What follows belongs to an exercise in optimizing a design on an open flow for small area, a short achievable clock period and few clock cycles; a production flow would make more cautious choices. Function was checked by simulation only, so behaviour that the tests miss may differ from the original. The clock port is modelled as an ideal driver; clocking choices that lean on that would not hold on a real chip.

==> inputs of trial 8 <==
==> flow/design.v <==
`timescale 1ns/1ps
module text_matrix (
    input  wire [63:0] text,
    input  wire [63:0] RKey,
    output wire [63:0] txt_matrix,
    output wire [63:0] key_matrix
);
genvar n;
generate
    for (n = 0; n < 16; n = n + 1) begin : g_cell
        assign txt_matrix[4*n +: 4] = text[4*(15-n) +: 4];
        assign key_matrix[4*n +: 4] = RKey[4*(15-n) +: 4];
    end
endgenerate
endmodule
`timescale 1ns/1ps
module round_const (
    input  wire [5:0]  j,
    output wire [63:0] round_cnst
);
reg [7:0] rc;
always @(*) begin
    case (j)
        6'd0:  rc = 8'h01;
        6'd1:  rc = 8'h03;
        6'd2:  rc = 8'h07;
        6'd3:  rc = 8'h0F;
        6'd4:  rc = 8'h1F;
        6'd5:  rc = 8'h3E;
        6'd6:  rc = 8'h3D;
        6'd7:  rc = 8'h3B;
        6'd8:  rc = 8'h37;
        6'd9:  rc = 8'h2F;
        6'd10: rc = 8'h1E;
        6'd11: rc = 8'h3C;
        6'd12: rc = 8'h39;
        6'd13: rc = 8'h33;
        6'd14: rc = 8'h27;
        6'd15: rc = 8'h0E;
        6'd16: rc = 8'h1D;
        6'd17: rc = 8'h3A;
        6'd18: rc = 8'h35;
        6'd19: rc = 8'h2B;
        6'd20: rc = 8'h16;
        6'd21: rc = 8'h2C;
        6'd22: rc = 8'h18;
        6'd23: rc = 8'h30;
        6'd24: rc = 8'h21;
        6'd25: rc = 8'h02;
        6'd26: rc = 8'h05;
        6'd27: rc = 8'h0B;
        6'd28: rc = 8'h17;
        6'd29: rc = 8'h2E;
        6'd30: rc = 8'h1C;
        6'd31: rc = 8'h38;
        6'd32: rc = 8'h31;
        default: rc = 8'h00;
    endcase
end
wire [3:0] hi = {1'b0, rc[5:3]};
wire [3:0] lo = {1'b0, rc[2:0]};
assign round_cnst = { lo, 4'd4, 4'd0, 4'd0, hi, 4'd2, 4'd0, 4'd0, lo, 4'd1, 4'd0, 4'd0, hi, 4'd0, 4'd0, 4'd0 };
endmodule
`timescale 1ns/1ps
module subcells (
    input  wire [63:0] in_matrix,
    output wire [63:0] out_matrix
);
function [3:0] s_box;
    input [3:0] x;
    begin
        case (x)
            4'h0: s_box = 4'hC;
            4'h1: s_box = 4'hA;
            4'h2: s_box = 4'hD;
            4'h3: s_box = 4'h3;
            4'h4: s_box = 4'hE;
            4'h5: s_box = 4'hB;
            4'h6: s_box = 4'hF;
            4'h7: s_box = 4'h7;
            4'h8: s_box = 4'h9;
            4'h9: s_box = 4'h8;
            4'hA: s_box = 4'h1;
            4'hB: s_box = 4'h5;
            4'hC: s_box = 4'h0;
            4'hD: s_box = 4'h2;
            4'hE: s_box = 4'h4;
            default: s_box = 4'h6;
        endcase
    end
endfunction
genvar m;
generate
    for (m = 0; m < 16; m = m + 1) begin : g_cell
        assign out_matrix[4*m +: 4] = s_box(in_matrix[4*m +: 4]);
    end
endgenerate
endmodule
`timescale 1ns/1ps
module Mixrow (
    input  wire [63:0] st_mixrow,
    output reg  [63:0] mixr_state
);
reg [3:0] mixrow_matrix [0:3][0:3];
reg [3:0] temp;
integer j, k, l;
function [3:0] galiosmultiplication;
    input [3:0] a, b;
    reg [3:0] ans;
    reg [3:0] temp_a;
    integer i;
    begin
        ans = 4'b0000;
        temp_a = a;
        for (i = 0; i < 4; i = i + 1) begin
            if (b[i] == 1'b1) begin
                ans = ans ^ temp_a;
            end
            if (temp_a[3] == 1'b1) begin
                temp_a = (temp_a << 1) ^ 4'h3;  
            end else begin
                temp_a = temp_a << 1;
            end
        end
        galiosmultiplication = ans;
    end
endfunction
always @(*) begin
    mixrow_matrix[0][0] = 4'd1;  mixrow_matrix[0][1] = 4'd4;  mixrow_matrix[0][2] = 4'd9;  mixrow_matrix[0][3] = 4'd13;
    mixrow_matrix[1][0] = 4'd4;  mixrow_matrix[1][1] = 4'd1;  mixrow_matrix[1][2] = 4'd13; mixrow_matrix[1][3] = 4'd9;
    mixrow_matrix[2][0] = 4'd9;  mixrow_matrix[2][1] = 4'd13; mixrow_matrix[2][2] = 4'd1;  mixrow_matrix[2][3] = 4'd4;
    mixrow_matrix[3][0] = 4'd13; mixrow_matrix[3][1] = 4'd9;  mixrow_matrix[3][2] = 4'd4;  mixrow_matrix[3][3] = 4'd1;
    mixr_state = 64'd0;
    for (j = 0; j < 4; j = j + 1) begin
        for (k = 0; k < 4; k = k + 1) begin
            temp = 4'b0000;
            for (l = 0; l < 4; l = l + 1) begin
                temp = temp ^ galiosmultiplication(st_mixrow[4*(4*j+l) +: 4], mixrow_matrix[l][k]);
            end
            mixr_state[4*(4*j+k) +: 4] = temp;
        end
    end
end
endmodule
`timescale 1ns/1ps
module Mixcoloumn (
    input  wire [63:0] st_mixcoloumn,
    output reg  [63:0] mixc_state
);
reg [3:0] mixcoloumn_matrix [0:3][0:3];
reg [3:0] temp;
integer j, k, l;
function [3:0] galiosmultiplication;
    input [3:0] a, b;
    reg [3:0] ans;
    reg [3:0] temp_a;
    integer i;
    begin
        ans = 4'b0000;
        temp_a = a;
        for (i = 0; i < 4; i = i + 1) begin
            if (b[i] == 1'b1) begin
                ans = ans ^ temp_a;
            end
            if (temp_a[3] == 1'b1) begin
                temp_a = (temp_a << 1) ^ 4'h3;  
            end else begin
                temp_a = temp_a << 1;
            end
        end
        galiosmultiplication = ans;
    end
endfunction
always @(*) begin
    mixcoloumn_matrix[0][0] = 4'd13; mixcoloumn_matrix[0][1] = 4'd9;  mixcoloumn_matrix[0][2] = 4'd4;  mixcoloumn_matrix[0][3] = 4'd1;
    mixcoloumn_matrix[1][0] = 4'd9;  mixcoloumn_matrix[1][1] = 4'd13; mixcoloumn_matrix[1][2] = 4'd1;  mixcoloumn_matrix[1][3] = 4'd4;
    mixcoloumn_matrix[2][0] = 4'd4;  mixcoloumn_matrix[2][1] = 4'd1;  mixcoloumn_matrix[2][2] = 4'd13; mixcoloumn_matrix[2][3] = 4'd9;
    mixcoloumn_matrix[3][0] = 4'd1;  mixcoloumn_matrix[3][1] = 4'd4;  mixcoloumn_matrix[3][2] = 4'd9;  mixcoloumn_matrix[3][3] = 4'd13;
    mixc_state = 64'd0;
    for (j = 0; j < 4; j = j + 1) begin
        for (k = 0; k < 4; k = k + 1) begin
            temp = 4'b0000;
            for (l = 0; l < 4; l = l + 1) begin
                temp = temp ^ galiosmultiplication(mixcoloumn_matrix[l][k], st_mixcoloumn[4*(4*j+l) +: 4]);
            end
            mixc_state[4*(4*j+k) +: 4] = temp;
        end
    end
end
endmodule
`timescale 1ns/1ps
module LOONG_ENC (
    input  wire        clk,
    input  wire        reset,         
    input  wire        start,
    input  wire [63:0] plaintext,
    input  wire [63:0] roundKey,
    output reg  [63:0] ciphertext,
    output reg         done
);
localparam [63:0] CIPHER_CONST = 64'h6407_1204_6107_1004;
wire [63:0] txt_m;
wire [63:0] key_m;
text_matrix matirx_form (
    .text(plaintext),
    .RKey(roundKey),
    .txt_matrix(txt_m),
    .key_matrix(key_m)
);
always @(posedge clk or negedge reset) begin
    if (~reset) done <= 1'b0;
    else        done <= start;
end
always @(posedge clk) begin
    ciphertext <= txt_m ^ key_m ^ CIPHER_CONST;
end
endmodule
==> flow/flow/run.sh <==
#!/bin/bash
# Layout flow: the standard synthesis and flow, with small port buffers and
# outputs on one edge (flow/pins.tcl) and a one-level clock distribution
# (flow/clk.tcl) in place of the CTS tree.
# Each tool's output goes to its own log in the work folder.
set -euo pipefail
W=$(pwd)
bash standard.sh synth > "$W/synth.log" 2>&1
bash standard.sh \
  BUFFER_PORTS_ARGS="-buffer_cell sky130_fd_sc_hd__buf_1" \
  PRE_IO_PLACEMENT_TCL="$W/flow/pins.tcl" \
  PRE_CTS_TCL="$W/flow/pre_cts.tcl" \
  CTS_ARGS="-buf_list sky130_fd_sc_hd__clkbuf_8 -root_buf sky130_fd_sc_hd__clkbuf_8 -dont_use_dummy_load" \
  finish > "$W/layout.log" 2>&1
==> flow/flow/clk.tcl <==
# Clock distribution: the clock port drives ncl buffers, each at the centre of
# one group of registers; the groups split the registers, sorted along the axis
# on which they spread most, into runs of equal size.
proc my_clock_buffers { ncl cell } {
  set block [ord::get_db_block]
  set dbu [$block getDbUnitsPerMicron]
  set pins {}
  foreach p [get_pins -of_objects [get_nets clk] -filter "direction==input"] {
    set bb [[[sta::sta_to_db_pin $p] getInst] getBBox]
    lappend pins [list $p [expr {([$bb xMin] + [$bb xMax]) / 2.0 / $dbu}] \
                          [expr {([$bb yMin] + [$bb yMax]) / 2.0 / $dbu}]]
  }
  set xs [lmap e $pins {lindex $e 1}]
  set ys [lmap e $pins {lindex $e 2}]
  set dx [expr {[tcl::mathfunc::max {*}$xs] - [tcl::mathfunc::min {*}$xs]}]
  set dy [expr {[tcl::mathfunc::max {*}$ys] - [tcl::mathfunc::min {*}$ys]}]
  set pins [lsort -real -index [expr {$dx >= $dy ? 1 : 2}] $pins]
  set n [llength $pins]
  for {set k 0} {$k < $ncl} {incr k} {
    set es [lrange $pins [expr {$k * $n / $ncl}] [expr {($k + 1) * $n / $ncl - 1}]]
    set m [llength $es]
    if {$m == 0} continue
    set gx 0.0; set gy 0.0; set lp {}
    foreach e $es { lassign $e p x y; set gx [expr {$gx + $x}]; set gy [expr {$gy + $y}]; lappend lp $p }
    insert_buffer -buffer_cell $cell -net clk -load_pins $lp \
      -location [list [expr {$gx / $m}] [expr {$gy / $m}]] \
      -buffer_name clkbuf_$k -net_name clknet_$k
    puts "clock buffer clkbuf_$k: $m registers"
  }
  foreach net [$block getNets] {
    if {[string match clknet_* [$net getName]] || [$net getName] eq "clk"} { $net setSigType CLOCK }
  }
}
==> flow/flow/pins.tcl <==
# Runs before ORFS's pin placement: the outputs and the clock go on the bottom
# edge, so the output registers and their clock buffers sit in one band; the
# inputs go on the other edges.
set outs {done clk}
set pt {}
set rk {}
for {set i 0} {$i < 64} {incr i} {
  lappend outs "ciphertext\[$i\]"
  lappend pt "plaintext\[$i\]"
  lappend rk "roundKey\[$i\]"
}
set_io_pin_constraint -pin_names $outs -region bottom:*
set_io_pin_constraint -pin_names $pt -region left:*
set_io_pin_constraint -pin_names $rk -region right:*
set_io_pin_constraint -pin_names {start reset} -region top:*
==> flow/flow/pre_cts.tcl <==
# Runs before ORFS's CTS step: build the clock distribution here (the clock
# port drives four buffers, each feeding the registers of one sector), after
# which clock_tree_synthesis finds the clock net already buffered and skips it.
source [file join [file dirname [info script]] clk.tcl]
my_clock_buffers 4 sky130_fd_sc_hd__clkbuf_8
==> flow/standard.sh <==
#!/bin/bash
# synth_recipe.tcl (not shown) runs the flow's synth.tcl, then flattens the netlist and writes it again
# the make line also repeats each setting of config.mk as NAME=value (left out here)
make -C /OpenROAD-flow-scripts/flow DESIGN_CONFIG=/design/flow/config.mk WORK_HOME=/design/flow/orfs CLKGATE_MAP_FILE= SYNTH_SCRIPT=/design/flow/synth_recipe.tcl "${@:-finish}"
==> flow/config.mk <==
export PLATFORM = sky130hd
export DESIGN_NAME = LOONG_ENC
export DESIGN_NICKNAME = LOONG_ENC
export VERILOG_FILES = /design/flow/design.v
export SDC_FILE = /design/flow/constraint.sdc
export NUM_CORES = 4
export LEC_CHECK = 0
export CAP_MARGIN = 20
export CORE_MARGIN = 2
export CORE_UTILIZATION = 40
export SLEW_MARGIN = 20
==> flow/constraint.sdc <==
create_clock -name core_clock -period 5.0 [get_ports {clk}]
set_input_delay 1.0000 -clock core_clock [delete_from_list [all_inputs] [get_ports {clk}]]
set_output_delay 1.0000 -clock core_clock [all_outputs]
set_load 0.01 [all_outputs]
==> inputs of build 66, as changes to trial 8 <==
==> flow/flow/run.sh (replaced) <==
#!/bin/bash
# Layout flow: the standard synthesis and flow, with small port buffers and
# output cells next to their pins (flow/place.tcl) and a one-level clock
# distribution (flow/clk.tcl) in place of the CTS tree.
# Each tool's output goes to its own log in the work folder.
set -euo pipefail
W=$(pwd)
bash standard.sh synth > "$W/synth.log" 2>&1
bash standard.sh \
  BUFFER_PORTS_ARGS="-buffer_cell sky130_fd_sc_hd__buf_1" \
  PRE_DETAIL_PLACE_TCL="$W/flow/place.tcl" \
  PRE_CTS_TCL="$W/flow/pre_cts.tcl" \
  CTS_ARGS="-buf_list sky130_fd_sc_hd__clkbuf_8 -root_buf sky130_fd_sc_hd__clkbuf_8 -dont_use_dummy_load" \
  finish > "$W/layout.log" 2>&1
==> flow/flow/place.tcl (new file) <==
# Runs before ORFS's detailed placement: each output port's buffer is moved to
# the core edge next to its pin, the register that drives it just inside, and
# the register's input gate inside that; detailed placement then legalizes.
set block [ord::get_db_block]
set core [$block getCoreArea]
set rowh 2720
proc my_driver {net} {
  foreach it [$net getITerms] { if {[$it isOutputSignal]} { return [$it getInst] } }
  return ""
}
proc my_input_driver {inst} {
  foreach it [$inst getITerms] {
    if {[$it isInputSignal] && [$it getNet] ne "NULL"} {
      set d [my_driver [$it getNet]]
      if {$d ne ""} { return $d }
    }
  }
  return ""
}
proc my_put {inst x y} {
  set m [$inst getMaster]
  $inst setLocation [expr {int($x - [$m getWidth] / 2)}] [expr {int($y - [$m getHeight] / 2)}]
  $inst setPlacementStatus PLACED
}
foreach bt [$block getBTerms] {
  if {[$bt getIoType] ne "OUTPUT"} continue
  set net [$bt getNet]
  set ob [my_driver $net]
  if {$ob eq ""} continue
  set ff [my_input_driver $ob]
  set bb [$bt getBBox]
  set px [expr {([$bb xMin] + [$bb xMax]) / 2}]
  set py [expr {([$bb yMin] + [$bb yMax]) / 2}]
  set x0 [$core xMin]; set x1 [$core xMax]; set y0 [$core yMin]; set y1 [$core yMax]
  set cx [expr {min(max($px, $x0 + 2000), $x1 - 2000)}]
  set cy [expr {min(max($py, $y0 + $rowh / 2), $y1 - $rowh / 2)}]
  # inward direction
  set d [list [expr {$px - $x0}] [expr {$x1 - $px}] [expr {$py - $y0}] [expr {$y1 - $py}]]
  set side [lsearch $d [tcl::mathfunc::min {*}$d]]
  switch $side {
    0 { set ux 1; set uy 0; set cx [expr {$x0 + 1000}] }
    1 { set ux -1; set uy 0; set cx [expr {$x1 - 1000}] }
    2 { set ux 0; set uy 1; set cy [expr {$y0 + $rowh / 2}] }
    3 { set ux 0; set uy -1; set cy [expr {$y1 - $rowh / 2}] }
  }
  set step [expr {$ux != 0 ? 4000 : $rowh}]
  my_put $ob $cx $cy
  if {$ff eq ""} continue
  my_put $ff [expr {$cx + $ux * 2 * $step}] [expr {$cy + $uy * $step}]
  set g [my_input_driver $ff]
  if {$g ne "" && ![string match input* [$g getName]]} {
    my_put $g [expr {$cx + $ux * 4 * $step}] [expr {$cy + $uy * 2 * $step}]
  }
}
removed: flow/flow/pins.tcl
==> comparison table <==
| item | build 66 | trial 8 |
|---|---|---|
| Status | finished clean | aborted with a tool error |
| Failing step | - | I/O pin placement |
| Dominant synthesized flop cell | dfxtp_1 | dfxtp_1 |
| Number of library cell types mapped by synthesis | 4 | 4 |
| Synth Area in Compound Gates | 0% | 0% |
| Number of rows created at floorplan | 24 | 24 |
| Effective utilization at floorplan | 42.3% | 42.3% |
| Number of synthesized flops with an enable pin | 0 | 0 |
| Post-synthesis average cell area | 14.5 um2 | 14.5 um2 |
| Multiplexer area fraction after synthesis | 0% | 0% |
| Ys async rst share | 1.54% | 1.54% |
| Chip Height | 72.3 um | 72.3 um |
| Cell area after synthesis | 0.00187 mm2 | 0.00187 mm2 |
| Flip-flop and latch count after synthesis | 65 | 65 |
| Syn_nets | 260 | 260 |
| Fraction of the mapped netlist area in adder cells | 0% | 0% |
| Library cell occupying the most area in the post-synthesis netlist | dfxtp_1 | dfxtp_1 |
| X dimension of the die | 72.3 um | 72.3 um |
| Warnings from Yosys | 1 | 1 |
| Fraction of the yosys area taken by sequential cells | 70.0% | 70.0% |
Testbench counts of trial 8, summed over its fixed seeds: cycles 960.
Testbench counts of build 66, summed over its fixed seeds: cycles 960.

## afterwards: timing with drivers on the ports
How much do the figures lean on ideal ports? The routed layout below was timed once more, with nothing changed but the port constraints.
Step 1: set_driving_cell puts a clkbuf_16 on clk and a buf_2 on each other input, an assumption about the parent block.
Step 2 times the ports against the registers' clock, not the clock port: input delays grow and output delays shrink by t, the midpoint of the rising clock arrivals with the driver on.
Slacks: no drivers / after step 1 / after step 2; pairs: no drivers / after step 1.
run: build 66
t (ns): 0.198
setup WS [ns]: 3.349 / 3.305 / 3.503
worst hold slack (ns): 0.588 / 0.568 / 0.766
cell pins on the clock port's net: 4
After both steps build 66 still meets setup and hold. The setup slack of build 66 moves by -0.044 ns with the drivers and by +0.154 ns with both steps.
